Background: an optimization exercise with open tools, aiming at small area. Do not read the settings as production practice.
At most, simulation tests tie the RTL to the original design; equivalence was not proved.

Design calculator, start of the top module:
module calculator (
    input   logic           clk_i,
    input   logic           rst_i,
    input   logic [22:0]    buttons_i,
    output  logic [63:0]    display_segments_o,
    output  logic [36:0]    display_o,
    output  logic [7:0]     segments_cathode_o,
    output  logic [7:0]     segments_anode_o
);
logic [2:0]  cnt;            
logic        pnz;            
logic        d_err, d_sign;
logic [2:0]  d_exp;
logic [31:0] d_sig;
logic        u_sign;
logic [2:0]  u_exp;
logic [31:0] u_sig;          
logic [3:0]  rem;            
logic        dot, minus, pend;
logic [3:0]  ph;             
logic        run;            
logic [3:0]  tmp;            
logic        cy;             
localparam logic [3:0] P_IDLE  = 4'd0,
                       P_DIGK = 4'd1,    
                       P_DIGC = 4'd2,    
                       P_CLR  = 4'd3,    
                       P_SWAP = 4'd4,    
                       P_ADD  = 4'd5,    
                       P_COMP = 4'd6,    
                       P_RSH  = 4'd7,    
                       P_LSHW = 4'd8,    
                       P_LSH  = 4'd9,    
                       P_LOCK = 4'd10;   
assign display_o = {d_err, d_sign, d_exp, d_sig};
logic k_on, k_md, k_sub, k_add, k_eq, k_dot, k_dig;
logic [3:0] kval;
calc_keys keys (
    .b(buttons_i), .k_on, .k_md, .k_sub, .k_add, .k_eq, .k_dot, .k_dig, .kval
);
wire any_btn = |buttons_i;
wire idle    = (ph == P_IDLE);
wire pr      = any_btn && !pnz && idle;      
wire pe      = pr && !d_err;                 
wire [3:0] d_out = d_sig[3:0];
wire [3:0] u_out = u_sig[3:0];
  ...
Size: about 94 flip-flops, roughly 5700 um2 of cells after synthesis.
clock: 10.0 ns
lec_check: 0
cap_margin: 20
core_margin: 2
core_utilization: 40
cts_buf_list: sky130_fd_sc_hd__clkbuf_8
slew_margin: 20
standard.sh (not shown) runs the stock make flow with config.mk's settings and CLKGATE_MAP_FILE= SYNTH_SCRIPT=/design/flow/synth_recipe.tcl, a recipe that flattens the netlist after the stock synthesis.
==> flow/flow/run.sh <==
#!/bin/bash
# Layout flow: the standard flow (standard.sh) with these changes:
#  - synthesis (ORFS's synth.tcl inside the standard flow's synth_recipe.tcl wrapper) skips
#    Yosys's extract_fa step and maps the logic with the area-oriented ABC
#    script flow/area.abc instead of ORFS's ABC script;
#  - input/output ports are buffered with sky130_fd_sc_hd__buf_1 cells;
#  - clock tree synthesis uses sky130_fd_sc_hd__clkbuf_8 buffers and inserts
#    no dummy loads.
# Everything else (floorplan, power grid, placement, CTS, routing, finish)
# is the standard flow.
set -euo pipefail
W=$PWD
sed -e 's/^\(\s*\)extract_fa /\1# extract_fa /' \
    -e 's#^\(\s*\)log_cmd abc {\*}$abc_args#\1log_cmd abc -script '"$W"'/flow/area.abc {*}[lrange $abc_args 2 end]#' \
    "$FLOW_HOME/scripts/synth.tcl" > "$W/synth_area.tcl"
grep -q '# extract_fa ' "$W/synth_area.tcl"
grep -q "log_cmd abc -script $W/flow/area.abc" "$W/synth_area.tcl"
sed "s#source \$::env(SCRIPTS_DIR)/synth.tcl#source $W/synth_area.tcl#" "$W/synth_recipe.tcl" > "$W/synth_recipe_area.tcl"
grep -q "source $W/synth_area.tcl" "$W/synth_recipe_area.tcl"
sed "s#SYNTH_SCRIPT=[^ ]*#SYNTH_SCRIPT=$W/synth_recipe_area.tcl#" "$W/standard.sh" > "$W/standard_area.sh"
grep -q "SYNTH_SCRIPT=$W/synth_recipe_area.tcl" "$W/standard_area.sh"
export BUFFER_PORTS_ARGS="-buffer_cell sky130_fd_sc_hd__buf_1"
export CTS_ARGS="-sink_clustering_enable -repair_clock_nets -buf_list sky130_fd_sc_hd__clkbuf_8 -dont_use_dummy_load"
bash "$W/standard_area.sh" > "$W/flow.log" 2>&1
==> flow/flow/area.abc <==
&get -n
&st
&deepsyn -T 20
&dch -f
&nf -a -R 1000
&put
topo
The baseline finished clean.
Next try:
--- a/flow/design.v
+++ b/flow/design.v
@@ -240,21 +240,21 @@
     if (is_comp && last) ph_n = P_LSHW;
     if (is_rsh) ph_n = P_IDLE;
     if (is_lshw) ph_n = (ge[1] && !nz[7]) ? ((cnt_n == 3'd0) ? P_LSH : P_LSHW) : P_IDLE;
     if (is_lsh && last) ph_n = P_IDLE;
 end
 always_ff @(posedge clk_i) begin
     cnt <= rst_i ? 3'd0 : cnt_n;
     pnz <= !rst_i && any_btn;
     u_sig <= {u_in, u_sig[31:4]};
     if (d_shift) d_sig <= {top_in, d_sig[31:4]};
-    if (rot) cy <= co;
+    cy <= co;
     if (pr) tmp <= k_dig ? kval : 4'd0;
 end
 always_ff @(posedge clk_i) begin
     if (rst_i) begin
         ph  <= P_CLR;
         run <= 1'b0;
     end else begin
         ph  <= ph_n;
         run <= rot && !last;
     end
Sequential cell count does not change.
Via count falls by 0.53%.
Synthesized cell count rises by 3.1%.
Area after synthesis fell by 0.79%.
Non-clock buffer count does not change.
First-iteration DRC count falls by 31%.
Function not checked in the first run of this note: the RTL went through the layout flow alone.

-- re-timing with driven ports --
The flow's constraints put no driver on any port. The routed layouts listed below were extracted and timed again, unchanged, in two steps. Step 1, drivers: a clkbuf_16 drives clk_i and a buf_2 each remaining input, both assumed. Step 2 moves the port delays by t, midway between the first and last clock arrival at a register: inputs arrive t later, outputs are due t later. That takes back most of the time a late clock gives input paths. Slacks: ideal / step 1 / step 2; pairs: ideal / step 1.
run	t, ns	slack for setup (ns)	clock arrival spread, ns
the first run	0.394	2.968 / 2.932 / 3.326	0.022 / 0.022
the second run	0.405	2.642 / 2.607 / 3.012	0.024 / 0.024
After both steps every run listed still meets setup and hold.
